Context: an optimization exercise on an open-source flow, tuned for small area, a short achievable clock period and few clock cycles per item. The choices shown serve that exercise and are no tape-out recipe.

Setup of build 34:
Design Convolution_without_pipeline, start of the top module:
module Convolution_without_pipeline(
    clk, rst_n, in_valid,
    In_IFM_1, In_IFM_2, In_IFM_3, In_IFM_4, In_IFM_5, In_IFM_6, In_IFM_7, In_IFM_8, In_IFM_9,
    In_Weight_1, In_Weight_2, In_Weight_3, In_Weight_4, In_Weight_5, In_Weight_6, In_Weight_7, In_Weight_8, In_Weight_9,
    out_valid, Out_OFM
    );
==> flow/config.mk <==
export PLATFORM = sky130hd
export DESIGN_NAME = Convolution_without_pipeline
export DESIGN_NICKNAME = Convolution_without_pipeline
export VERILOG_FILES = /design/flow/design.v
export SDC_FILE = /design/flow/constraint.sdc
export NUM_CORES = 4
export LEC_CHECK = 0
export CAP_MARGIN = 20
export CORE_MARGIN = 2
export CORE_UTILIZATION = 40
export CTS_BUF_LIST = sky130_fd_sc_hd__clkbuf_4 sky130_fd_sc_hd__clkbuf_8
export CTS_CLUSTER_SIZE = 40
export SETUP_SLACK_MARGIN = 4.5
export SLEW_MARGIN = 20
export SYNTH_HIERARCHICAL = 1
export SYNTH_MINIMUM_KEEP_SIZE = 0
==> flow/constraint.sdc <==
create_clock -name core_clock -period 10.0 [get_ports {clk}]
set_input_delay 2.0000 -clock core_clock [delete_from_list [all_inputs] [get_ports {clk}]]
set_output_delay 2.0000 -clock core_clock [all_outputs]
set_load 0.01 [all_outputs]
run.sh (not shown) runs the stock make flow with config.mk's settings and CLKGATE_MAP_FILE= SYNTH_SCRIPT=/design/flow/synth_recipe.tcl, a recipe that flattens the netlist after the stock synthesis.
### build 34 -> build 30
Settings: CTS_CLUSTER_SIZE: 40 -> unset; CTS_BUF_LIST: sky130_fd_sc_hd__clkbuf_4 sky130_fd_sc_hd__clkbuf_8 -> unset.
Findings:
- Diff build 34 -> build 30: final cell count saw little to no change, utilization saw little to no change, all-layer global routing usage saw little to no change.
- Number of gates given a new drive strength after cts for build 30 is higher than for build 34.
- Relative to build 34, top achievable clock speed has gone down in build 30.
- As far as total CTS buffers goes, build 30 and build 34 are indistinguishable; the numbers are identical.
> inputs changed (build 30 -> build 14)
==> flow/flow/run.sh (new file) <==
#!/bin/bash
# Own flow: the standard flow (standard.sh) with its synthesis unchanged.
# The layout steps only differ in two ways:
#  * the delay cells (clkdlybuf4s*, dlygate*, dlymetal*) are not used, so the
#    port buffers and the resizer use ordinary buffers instead;
#  * buffer_ports uses buf_2 for the port buffers.
set -euo pipefail
bash standard.sh synth > synth.log 2>&1
PLATFORM_DONT_USE="sky130_fd_sc_hd__probe_p_8 sky130_fd_sc_hd__probec_p_8 sky130_fd_sc_hd__lpflow_bleeder_1 sky130_fd_sc_hd__lpflow_clkbufkapwr_1 sky130_fd_sc_hd__lpflow_clkbufkapwr_16 sky130_fd_sc_hd__lpflow_clkbufkapwr_2 sky130_fd_sc_hd__lpflow_clkbufkapwr_4 sky130_fd_sc_hd__lpflow_clkbufkapwr_8 sky130_fd_sc_hd__lpflow_clkinvkapwr_1 sky130_fd_sc_hd__lpflow_clkinvkapwr_16 sky130_fd_sc_hd__lpflow_clkinvkapwr_2 sky130_fd_sc_hd__lpflow_clkinvkapwr_4 sky130_fd_sc_hd__lpflow_clkinvkapwr_8 sky130_fd_sc_hd__lpflow_decapkapwr_12 sky130_fd_sc_hd__lpflow_decapkapwr_3 sky130_fd_sc_hd__lpflow_decapkapwr_4 sky130_fd_sc_hd__lpflow_decapkapwr_6 sky130_fd_sc_hd__lpflow_decapkapwr_8 sky130_fd_sc_hd__lpflow_inputiso0n_1 sky130_fd_sc_hd__lpflow_inputiso0p_1 sky130_fd_sc_hd__lpflow_inputiso1n_1 sky130_fd_sc_hd__lpflow_inputiso1p_1 sky130_fd_sc_hd__lpflow_inputisolatch_1 sky130_fd_sc_hd__lpflow_isobufsrc_1 sky130_fd_sc_hd__lpflow_isobufsrc_16 sky130_fd_sc_hd__lpflow_isobufsrc_2 sky130_fd_sc_hd__lpflow_isobufsrc_4 sky130_fd_sc_hd__lpflow_isobufsrc_8 sky130_fd_sc_hd__lpflow_isobufsrckapwr_16 sky130_fd_sc_hd__lpflow_lsbuf_lh_hl_isowell_tap_1 sky130_fd_sc_hd__lpflow_lsbuf_lh_hl_isowell_tap_2 sky130_fd_sc_hd__lpflow_lsbuf_lh_hl_isowell_tap_4 sky130_fd_sc_hd__lpflow_lsbuf_lh_isowell_4 sky130_fd_sc_hd__lpflow_lsbuf_lh_isowell_tap_1 sky130_fd_sc_hd__lpflow_lsbuf_lh_isowell_tap_2 sky130_fd_sc_hd__lpflow_lsbuf_lh_isowell_tap_4"
DELAY_CELLS="sky130_fd_sc_hd__clkdlybuf4s15_1 sky130_fd_sc_hd__clkdlybuf4s15_2 sky130_fd_sc_hd__clkdlybuf4s18_1 sky130_fd_sc_hd__clkdlybuf4s18_2 sky130_fd_sc_hd__clkdlybuf4s25_1 sky130_fd_sc_hd__clkdlybuf4s25_2 sky130_fd_sc_hd__clkdlybuf4s50_1 sky130_fd_sc_hd__clkdlybuf4s50_2 sky130_fd_sc_hd__dlygate4sd1_1 sky130_fd_sc_hd__dlygate4sd2_1 sky130_fd_sc_hd__dlygate4sd3_1 sky130_fd_sc_hd__dlymetal6s2s_1 sky130_fd_sc_hd__dlymetal6s4s_1 sky130_fd_sc_hd__dlymetal6s6s_1"
bash standard.sh "DONT_USE_CELLS=$PLATFORM_DONT_USE $DELAY_CELLS" \
  "BUFFER_PORTS_ARGS=-buffer_cell sky130_fd_sc_hd__buf_2" finish > layout.log 2>&1
==> flow/standard.sh (new file) <==
#!/bin/bash
# synth_recipe.tcl (not shown) runs the flow's synth.tcl, then flattens the netlist and writes it again
# the make line also repeats each setting of config.mk as NAME=value (left out here)
make -C /OpenROAD-flow-scripts/flow DESIGN_CONFIG=/design/flow/config.mk WORK_HOME=/design/flow/orfs CLKGATE_MAP_FILE= SYNTH_SCRIPT=/design/flow/synth_recipe.tcl "${@:-finish}"
removed: flow/run.sh
==> comparison <==
Layout overhead on the synthesized area in build 14 is 0.74 points below build 30. Route | build 14 vs build 30 | wire shorter in build 14. [compare] base=build 30 new=build 14: share of the core filled with cells in the final layout lower, via count higher, number of non-clock buffers in the layout lower.
The inputs of build 94 differ from those of build 14 as listed below.
Settings: a change of SETUP_SLACK_MARGIN from 4.5 to 4.7.
==> flow/run.sh (new file) <==
#!/bin/bash
# synth_recipe.tcl (not shown) runs the flow's synth.tcl, then flattens the netlist and writes it again
# the make line also repeats each setting of config.mk as NAME=value (left out here)
make -C /OpenROAD-flow-scripts/flow DESIGN_CONFIG=/design/flow/config.mk WORK_HOME=/design/flow/orfs CLKGATE_MAP_FILE= SYNTH_SCRIPT=/design/flow/synth_recipe.tcl finish
removed: flow/flow/run.sh
removed: flow/standard.sh
--- outcome ---
For build 94 and build 14, there was not a single run that failed to finish clean.
From build 14 to build 94 the numbers moved as follows: hold slack rose by 0.39 ns, last weighted congestion value of the routability-driven placer fell by about 4%, core utilization rose by 2.0 points.
A kind of critical path of primary input to register is what build 14 shows, while register to output port belongs to build 94.
No functional check of the RTL was part of any run of this note.

## afterwards: timing with drivers on the ports
How much do the figures lean on ideal ports? The routed layouts below were timed once more, with nothing changed but the port constraints.
Step 1: set_driving_cell puts a clkbuf_16 on clk and a buf_2 on each other input, an assumption about the parent block.
Step 2, shift: input delay + t, output delay - t, t = (earliest + latest rising clock arrival at the registers) / 2. This alone moves slack from input paths to output paths.
Slacks: ideal / step 1 / step 2; pairs: ideal / step 1.
| run | shift t [ns] | setup slack, ns | latest minus earliest clock arrival (ns) |
|---|---|---|---|
| build 34 | 0.421 | 4.554 / 4.510 / 4.160 | 0.023 / 0.023 |
| build 30 | 0.405 | 4.442 / 4.390 / 4.188 | 0.011 / 0.010 |
| build 14 | 0.393 | 4.546 / 4.530 / 4.172 | 0.012 / 0.012 |
| build 94 | 0.390 | 4.627 / 4.572 / 4.359 | 0.011 / 0.011 |
After both steps setup and hold are still met in every run listed. The setup slack of build 34, which loses most, moves by -0.044 ns with the drivers and by -0.394 ns with both steps.
